This is an optimization exercise on Yosys and OpenROAD, whose aim is small area, not a production implementation.
The RTL was checked by simulation tests, not by an equivalence proof against the original design.
Power is estimated from default activity; no workload was simulated.

## median
module median (
    input         clk,
    input         rst_n,
    input  [31:0] word0,
    input  [31:0] word1,
    input  [31:0] word2,
    output [7:0]  pixel1,
    output [7:0]  pixel2,
    output [7:0]  pixel3,
    output [7:0]  pixel4,
    output [9:0]  raddr_a,
    output [9:0]  raddr_b,
    output [9:0]  raddr_c,
    output [9:0]  waddr
);
Size in the first run: roughly 1400 cells after synthesis, about 170 I/O pins, ~9900 um2 of cells after synthesis.
Settings: LEC_CHECK=0, CAP_MARGIN=20, CORE_MARGIN=2, CORE_UTILIZATION=55, CTS_BUF_LIST=sky130_fd_sc_hd__clkbuf_8, GPL_TIMING_DRIVEN=0, SLEW_MARGIN=20; clock period 30.0 ns.
standard.sh (not shown) runs the stock make flow with config.mk's settings and CLKGATE_MAP_FILE= SYNTH_SCRIPT=/design/flow/synth_recipe.tcl, a recipe that flattens the netlist after the stock synthesis.
==> flow/flow/run.sh <==
#!/bin/bash
# Own layout flow: the standard flow (standard.sh), with three changes:
#  - ABC maps for area (flow/abc.script) instead of ORFS's speed script with
#    gate up-sizing; ORFS reads that script from SCRIPTS_DIR, so the flow
#    runs on a copy of ORFS's scripts folder with only that file replaced;
#  - the port buffers are sky130_fd_sc_hd__buf_1;
#  - so are the buffers synthesis puts on pass-through wires.
# Everything else (synthesis passes, flattening, register names, floorplan,
# power grid, CTS, routing) is the standard flow. All output of the flow is
# in standard.log and in ORFS's own logs under orfs/logs.
set -euo pipefail
W=$(pwd)
rm -rf "$W/orfs_scripts"
cp -r "$FLOW_HOME/scripts" "$W/orfs_scripts"
cp "$W/flow/abc.script" "$W/orfs_scripts/abc_speed.script"
bash "$W/standard.sh" "SCRIPTS_DIR=$W/orfs_scripts" \
    "BUFFER_PORTS_ARGS=-buffer_cell sky130_fd_sc_hd__buf_1" \
    "MIN_BUF_CELL_AND_PORTS=sky130_fd_sc_hd__buf_1 A X" finish \
    > "$W/standard.log" 2>&1
==> flow/flow/abc.script <==
&get -n
&st
&syn2
&synch2
&deepsyn -T 60
&dch
&nf -R 1000 -p -C 32 -F 8 -a -A 8
&put
The starting point completed with no timing, DRC or antenna violations.
Edit:
==> flow/flow/abc.script (replaced) <==
&get -n
&st
&syn2
&synch2
&deepsyn -T 60
&dch
&nf -R 1000
&put
CORE_UTILIZATION = 40   (was 55)
What happened: Utilization decreases by 16 points. Sequential share of layout area falls by 0.24 points. Final area came out higher slightly.
Edit:
==> flow/flow/run.sh (replaced) <==
#!/bin/bash
# Own layout flow: the standard flow (standard.sh), with two changes:
#  - ABC maps for area (flow/abc.script) instead of ORFS's speed script with
#    gate up-sizing; ORFS reads that script from SCRIPTS_DIR, so the flow
#    runs on a copy of ORFS's scripts folder with only that file replaced;
#  - the port buffers are sky130_fd_sc_hd__buf_1.
# Everything else (synthesis passes, flattening, register names, floorplan,
# power grid, CTS, routing) is the standard flow.
set -euo pipefail
W=$(pwd)
rm -rf "$W/orfs_scripts"
cp -r "$FLOW_HOME/scripts" "$W/orfs_scripts"
cp "$W/flow/abc.script" "$W/orfs_scripts/abc_speed.script"
bash "$W/standard.sh" "SCRIPTS_DIR=$W/orfs_scripts" \
    "BUFFER_PORTS_ARGS=-buffer_cell sky130_fd_sc_hd__buf_1" finish \
    > "$W/standard.log" 2>&1
CAP_MARGIN = 0   (was 20)
CTS_BUF_LIST = sky130_fd_sc_hd__clkbuf_16   (was sky130_fd_sc_hd__clkbuf_8)
CTS_CLUSTER_SIZE = 50   (was unset)
SLEW_MARGIN = 0   (was 20)
After rerunning: The new run completed, yet does not pass: capacitance limit; global-route usage increases by 0.20 points; wire length climbs by 1.3%; setup slack is worse by 0.22 ns; power grows by 2.7%; final cell count is about the same.

Setup of run 1:
The RTL this note starts from:
==> flow/design.v <==
module median (
    input         clk,
    input         rst_n,
    input  [31:0] word0,
    input  [31:0] word1,
    input  [31:0] word2,
    output [7:0]  pixel1,
    output [7:0]  pixel2,
    output [7:0]  pixel3,
    output [7:0]  pixel4,
    output [9:0]  raddr_a,
    output [9:0]  raddr_b,
    output [9:0]  raddr_c,
    output [9:0]  waddr
);
    function gt;
        input [7:0] a;
        input [7:0] b;
        integer i;
        reg g;
        begin
            g = 1'b0;
            for (i = 0; i < 8; i = i + 1)
                g = (a[i] & ~b[i]) | (g & (a[i] | ~b[i]));
            gt = g;
        end
    endfunction
    function [7:0] med3;
        input [7:0] x;
        input [7:0] y;
        input [7:0] z;
        input xy;
        input yz;
        input xz;
        begin
            med3 = (xy == yz) ? y : ((xy == xz) ? z : x);
        end
    endfunction
    wire [7:0] l0, m0, h0, l1, m1, h1, l2, m2, h2, l3, m3, h3;
    sort3 s0 (.a(word0[7:0]),   .b(word1[7:0]),   .c(word2[7:0]),   .lo(l0), .mid(m0), .hi(h0));
    sort3 s1 (.a(word0[15:8]),  .b(word1[15:8]),  .c(word2[15:8]),  .lo(l1), .mid(m1), .hi(h1));
    sort3 s2 (.a(word0[23:16]), .b(word1[23:16]), .c(word2[23:16]), .lo(l2), .mid(m2), .hi(h2));
    sort3 s3 (.a(word0[31:24]), .b(word1[31:24]), .c(word2[31:24]), .lo(l3), .mid(m3), .hi(h3));
    wire [7:0] lo10 = gt(l1, l0) ? l1 : l0;      
    wire [7:0] lo32 = gt(l3, l2) ? l3 : l2;
    wire [7:0] hi10 = gt(h1, h0) ? h0 : h1;      
    wire [7:0] hi32 = gt(h3, h2) ? h2 : h3;
    wire g10 = gt(m1, m0);
    wire g21 = gt(m2, m1);
    wire g20 = gt(m2, m0);
    wire g32 = gt(m3, m2);
    wire g31 = gt(m3, m1);
    reg [7:0] r0l, r0m, r0h, r1m, rlo, rhi;
    reg       rg10;
    always @(posedge clk or negedge rst_n) begin
        if (!rst_n) begin
            r0l <= 8'd0; r0m <= 8'd0; r0h <= 8'd0; r1m <= 8'd0;
            rlo <= 8'd0; rhi <= 8'd0; rg10 <= 1'b0;
        end else begin
            r0l <= l0; r0m <= m0; r0h <= h0; r1m <= m1;
            rlo <= lo10; rhi <= hi10; rg10 <= g10;
        end
    end
    wire g03 = gt(r0m, m3);      
    wire g02 = gt(r0m, m2);
    wire g13 = gt(r1m, m3);      
    wire [7:0] w4l = gt(l3, rlo) ? l3 : rlo;
    wire [7:0] w4h = gt(h3, rhi) ? rhi : h3;
    wire [7:0] w4m = med3(r1m, r0m, m3, rg10, g03, g13);
    wire [7:0] w1l = gt(r0l, lo32) ? r0l : lo32;
    wire [7:0] w1h = gt(r0h, hi32) ? hi32 : r0h;
    wire [7:0] w1m = med3(r0m, m3, m2, g03, g32, g02);
    wire [7:0] w2l = gt(l1, lo32) ? l1 : lo32;
    wire [7:0] w2h = gt(h1, hi32) ? hi32 : h1;
    wire [7:0] w2m = med3(m3, m2, m1, g32, g21, g31);
    wire [7:0] w3l = gt(l2, lo10) ? l2 : lo10;
    wire [7:0] w3h = gt(h2, hi10) ? hi10 : h2;
    wire [7:0] w3m = med3(m2, m1, m0, g21, g10, g20);
    wire [7:0] o4 = med3(w4l, w4m, w4h, gt(w4l, w4m), gt(w4m, w4h), gt(w4l, w4h));
    wire [7:0] o1 = med3(w1l, w1m, w1h, gt(w1l, w1m), gt(w1m, w1h), gt(w1l, w1h));
    wire [7:0] o2 = med3(w2l, w2m, w2h, gt(w2l, w2m), gt(w2m, w2h), gt(w2l, w2h));
    wire [7:0] o3 = med3(w3l, w3m, w3h, gt(w3l, w3m), gt(w3m, w3h), gt(w3l, w3h));
    reg [7:0] p1_q, p2_q, p3_q;
    always @(posedge clk or negedge rst_n) begin
        if (!rst_n) begin
            p1_q <= 8'd0; p2_q <= 8'd0; p3_q <= 8'd0;
        end else begin
            p1_q <= o1; p2_q <= o2; p3_q <= o3;
        end
    end
    assign pixel1 = p1_q;
    assign pixel2 = p2_q;
    assign pixel3 = p3_q;
    assign pixel4 = o4;
    reg [9:0] rc;
    reg [2:0] col_hi;
    reg       sa, sb;
    reg       first;
    reg [5:0] wa_hi;
    wire nib  = &rc[3:0];
    wire wrap = nib & col_hi[2];           
    always @(posedge clk or negedge rst_n) begin
        if (!rst_n) begin
            rc     <= 10'd0;
            col_hi <= 3'd0;
            sa     <= 1'b0;
            sb     <= 1'b0;
            first  <= 1'b0;
            wa_hi  <= 6'd0;
        end else begin
            rc[3:0] <= rc[3:0] + 4'd1;
            if (nib)
                rc[9:4] <= rc[9:4] + ((wrap & ~sb) ? 6'd60 : 6'd1);
            if (nib)
                col_hi <= wrap ? 3'd0 : col_hi + 3'd1;
            if (wrap) begin
                sa <= ~sb;
                sb <= sa & ~sb;
            end
            first <= 1'b1;
            if (first && rc[3:0] == 4'd0)
                wa_hi <= wa_hi + 6'd1;
        end
    end
    assign raddr_c = rc;
    assign raddr_a = {rc[9:4] + {3'b000, sa, 1'b0, sa}, rc[3:0]};
    assign raddr_b = sb ? raddr_a : rc;    
    assign waddr   = {wa_hi, rc[3:0] - {3'b000, first}};
endmodule
module sort3 (
    input  [7:0] a,
    input  [7:0] b,
    input  [7:0] c,
    output [7:0] lo,
    output [7:0] mid,
    output [7:0] hi
);
    function gt;
        input [7:0] x;
        input [7:0] y;
        integer i;
        reg g;
        begin
            g = 1'b0;
            for (i = 0; i < 8; i = i + 1)
                g = (x[i] & ~y[i]) | (g & (x[i] | ~y[i]));
            gt = g;
        end
    endfunction
    wire ab = gt(a, b);
    wire bc = gt(b, c);
    wire ac = gt(a, c);
    assign mid = (ab == bc) ? b : ((ab == ac) ? c : a);
    assign lo  = ab ? (bc ? c : b) : (ac ? c : a);
    assign hi  = ab ? (ac ? a : c) : (bc ? b : c);
endmodule
clock: 30.0 ns
lec_check: 0
cap_margin: 20
core_margin: 2
core_utilization: 40
cts_buf_list: sky130_fd_sc_hd__clkbuf_8
gpl_timing_driven: 0
slew_margin: 20
==> flow/flow/run.sh <==
#!/bin/bash
# Own layout flow: the standard flow (standard.sh), with three changes:
#  - ABC maps for area (flow/abc.script) instead of ORFS's speed script with
#    gate up-sizing; ORFS reads that script from SCRIPTS_DIR, so the flow
#    runs on a copy of ORFS's scripts folder with only that file replaced;
#  - the port buffers are sky130_fd_sc_hd__buf_1;
#  - so are the buffers synthesis puts on pass-through wires.
# Everything else (synthesis passes, flattening, register names, floorplan,
# power grid, CTS, routing) is the standard flow. All output of the flow is
# in standard.log and in ORFS's own logs under orfs/logs.
set -euo pipefail
W=$(pwd)
rm -rf "$W/orfs_scripts"
cp -r "$FLOW_HOME/scripts" "$W/orfs_scripts"
cp "$W/flow/abc.script" "$W/orfs_scripts/abc_speed.script"
bash "$W/standard.sh" "SCRIPTS_DIR=$W/orfs_scripts" \
    "BUFFER_PORTS_ARGS=-buffer_cell sky130_fd_sc_hd__buf_1" \
    "MIN_BUF_CELL_AND_PORTS=sky130_fd_sc_hd__buf_1 A X" finish \
    > "$W/standard.log" 2>&1
==> flow/flow/abc.script <==
&get -n
&st
&syn2
&synch2
&deepsyn -T 60
&dch
&nf -R 1000 -p -C 32 -F 8 -a -A 8
&put
Changes in run 2 relative to run 1:
==> flow/flow/run.sh <==
#!/bin/bash
# Own layout flow: the standard flow (standard.sh), with two changes:
#  - ABC maps for area (flow/abc.script) instead of ORFS's speed script with
#    gate up-sizing; ORFS reads that script from SCRIPTS_DIR, so the flow
#    runs on a copy of ORFS's scripts folder with only that file replaced;
#  - the port buffers are sky130_fd_sc_hd__buf_1.
# Everything else (synthesis passes, flattening, register names, floorplan,
# power grid, CTS, routing) is the standard flow.
set -euo pipefail
W=$(pwd)
rm -rf "$W/orfs_scripts"
cp -r "$FLOW_HOME/scripts" "$W/orfs_scripts"
cp "$W/flow/abc.script" "$W/orfs_scripts/abc_speed.script"
bash "$W/standard.sh" "SCRIPTS_DIR=$W/orfs_scripts" \
    "BUFFER_PORTS_ARGS=-buffer_cell sky130_fd_sc_hd__buf_1" finish \
    > "$W/standard.log" 2>&1
==> flow/flow/abc.script <==
&get -n
&st
&syn2
&synch2
&deepsyn -T 60
&dch
&nf -R 1000
&put
### Flow results
- The part of the power in combinational logic was comparable across run 2 and run 1.
- Against run 1, met2 layer wire length in the routed design in run 2 rose by a few percent.
- Run 2 reports a higher first-pass GRT wire length than run 1 does.
- Run 1 vs run 2, launching instance or port of the critical path: word1[24] vs word2[24]
- Run 2 vs run 1 on clock group share of total power: run 2 is the lower one.
- Compared with run 1, in run 2 placed cell count increased 21; synthesized netlist net count picked up an extra 1.1%.
- Comparing run 2 and run 1, the lower area fraction in compound gates after synthesis is on run 1.
- Of the two candidates, run 1 has the better final wirelength and run 2 the worse one.
For run 3, these inputs were changed with respect to run 2:
# run 2
export LEC_CHECK = 0
export CAP_MARGIN = 20
export CORE_MARGIN = 2
export CORE_UTILIZATION = 40
export CTS_BUF_LIST = sky130_fd_sc_hd__clkbuf_8
export GPL_TIMING_DRIVEN = 0
export SLEW_MARGIN = 20
create_clock -name core_clock -period 30.0 [get_ports {clk}]
# run 3
export LEC_CHECK = 0
export CAP_MARGIN = 20
export CORE_MARGIN = 2
export CORE_UTILIZATION = 70
export CTS_BUF_LIST = sky130_fd_sc_hd__clkbuf_8
export GPL_TIMING_DRIVEN = 0
export SLEW_MARGIN = 20
create_clock -name core_clock -period 30.0 [get_ports {clk}]
==> flow/flow/run.sh <==
#!/bin/bash
# Own layout flow: the standard flow (standard.sh), with three changes:
#  - ABC maps for area (flow/abc.script) instead of ORFS's speed script with
#    gate up-sizing; ORFS reads that script from SCRIPTS_DIR, so the flow
#    runs on a copy of ORFS's scripts folder with only that file replaced;
#  - the port buffers are sky130_fd_sc_hd__buf_1;
#  - so are the buffers synthesis puts on pass-through wires.
# Everything else (synthesis passes, flattening, register names, floorplan,
# power grid, CTS, routing) is the standard flow. All output of the flow is
# in standard.log and in ORFS's own logs under orfs/logs.
set -euo pipefail
W=$(pwd)
rm -rf "$W/orfs_scripts"
cp -r "$FLOW_HOME/scripts" "$W/orfs_scripts"
cp "$W/flow/abc.script" "$W/orfs_scripts/abc_speed.script"
bash "$W/standard.sh" "SCRIPTS_DIR=$W/orfs_scripts" \
    "BUFFER_PORTS_ARGS=-buffer_cell sky130_fd_sc_hd__buf_1" \
    "MIN_BUF_CELL_AND_PORTS=sky130_fd_sc_hd__buf_1 A X" finish \
    > "$W/standard.log" 2>&1
==> flow/flow/abc.script <==
&get -n
&st
&syn2
&synch2
&deepsyn -T 60
&dch
&nf -R 1000 -p -C 32 -F 8 -a -A 8
&put
### Flow results
According to the power report, total power for run 3 is higher than for run 2. Compared with run 2, in run 3 hold slack now sits lower; sequential share of layout area now sits higher; cell area now sits lower; relative area change from synthesis to final layout now sits lower; peak ir drop on the vdd network now sits higher.
Here is what was changed in the inputs of run 4 compared with run 3.
# run 3
export LEC_CHECK = 0
export CAP_MARGIN = 20
export CORE_MARGIN = 2
export CORE_UTILIZATION = 70
export CTS_BUF_LIST = sky130_fd_sc_hd__clkbuf_8
export GPL_TIMING_DRIVEN = 0
export SLEW_MARGIN = 20
create_clock -name core_clock -period 30.0 [get_ports {clk}]
# run 4
export LEC_CHECK = 0
export CAP_MARGIN = 20
export CORE_MARGIN = 2
export CORE_UTILIZATION = 40
export CTS_BUF_LIST = sky130_fd_sc_hd__clkbuf_8
export CTS_CLUSTER_DIAMETER = 150
export CTS_CLUSTER_SIZE = 30
export GPL_TIMING_DRIVEN = 0
export SLEW_MARGIN = 20
create_clock -name core_clock -period 30.0 [get_ports {clk}]
==> flow/flow/abc.script <==
&get -n
&st
&syn2
&synch2
&deepsyn -T 60
&dch
&nf -R 1000
&put
[summary]
For the area growth from synthesis to layout, run 4 came in 1.9 points higher than run 3 did.
Compared with run 3, run 4 shows a non-clock buffer area fraction after layout that is 0.27 points higher.
Run 4 falls short of run 3 in floorplan core area.
Compared with run 3, in run 4 worst hold-check slack closely matched the old numbers; met3 routed wirelength decreased by 43% relative to the old numbers; wire length increased by about 3% relative to the old numbers; minimum clock period after layout increased by 0.48 ns relative to the old numbers.
Number of combinational gates with multiple inputs sits higher in run 4 than in run 3.
Input-level comparison between run 5 and run 4:
# run 4
export LEC_CHECK = 0
export CAP_MARGIN = 20
export CORE_MARGIN = 2
export CORE_UTILIZATION = 40
export CTS_BUF_LIST = sky130_fd_sc_hd__clkbuf_8
export CTS_CLUSTER_DIAMETER = 150
export CTS_CLUSTER_SIZE = 30
export GPL_TIMING_DRIVEN = 0
export SLEW_MARGIN = 20
create_clock -name core_clock -period 30.0 [get_ports {clk}]
# run 5
export LEC_CHECK = 0
export CAP_MARGIN = 20
export CORE_MARGIN = 2
export CORE_UTILIZATION = 40
export CTS_BUF_LIST = sky130_fd_sc_hd__clkbuf_4 sky130_fd_sc_hd__clkbuf_8
export GPL_TIMING_DRIVEN = 0
export SLEW_MARGIN = 20
create_clock -name core_clock -period 30.0 [get_ports {clk}]
==> flow/flow/abc.script <==
&get -n
&st
&syn2
&synch2
&deepsyn -T 60
&dch
&nf -R 1000 -p -C 32 -F 8 -a -A 8
&put
[summary]
Run 5: all stages complete, timing, DRC and antenna checks passed
When run 5 is set beside run 4, its time the final worst path needs with I/O delays and setup turns out to be 0.67 ns smaller.
Of run 5 and run 4, the higher average size of a mapped cell belongs to run 5.
Run 5 vs run 4 — total power per unit cell area climbed slightly
Relative to run 4, met2 wire length increased by about 1.8% in run 5.
Going from run 4 to run 5, global routing usage on met2 grows by 0.56 points.
Sort run 5 and run 4 by global routing met3 resource utilization desc -> top: run 4
Core utilization of the finished layout of run 5 is on par with run 4.

[static timing again, ports no longer ideal]
No port has a modelled driver above. Below, the same layouts with a new extraction and two added sets of constraints. Step 1, drivers: a clkbuf_16 drives clk and a buf_2 each remaining input, both assumed. Step 2 adds t to the input delays and takes it off the output delays; t is the mean of the earliest and latest rising clock arrival at the registers after step 1. Input paths then give back, and output paths get back, about the clock's delay inside the block. a / b / c = ideal ports / drivers / drivers and shift; a / b = the first two.
| run | shift t [ns] | setup slack, ns | clock arrival spread, ns | worst register clock-pin slew, ns | worst slew at a driven data input, ns |
|---|---|---|---|---|---|
| the first run of note 1 | 0.434 | 9.558 / 9.537 / 9.537 | 0.020 / 0.020 | 0.11 / 0.11 | 0.05 |
| the second run of note 1 | 0.423 | 9.055 / 9.033 / 9.033 | 0.018 / 0.018 | 0.11 / 0.11 | 0.04 |
| the third run of note 1 | 0.398 | 8.835 / 8.809 / 8.809 | 0.017 / 0.017 | 0.07 / 0.07 | 0.04 |
| run 1 | 0.420 | 9.728 / 9.706 / 9.706 | 0.017 / 0.017 | 0.12 / 0.12 | 0.04 |
| run 2 | 0.416 | 9.064 / 9.037 / 9.037 | 0.015 / 0.014 | 0.10 / 0.10 | 0.04 |
| run 3 | 0.447 | 9.536 / 9.514 / 9.514 | 0.012 / 0.012 | 0.11 / 0.11 | 0.06 |
| run 4 | 0.423 | 9.055 / 9.033 / 9.033 | 0.018 / 0.018 | 0.11 / 0.11 | 0.04 |
| run 5 | 0.420 | 9.728 / 9.706 / 9.706 | 0.017 / 0.017 | 0.12 / 0.12 | 0.04 |
The setup slack of run 2, which loses most, moves by -0.027 ns with the drivers and by -0.027 ns with both steps.
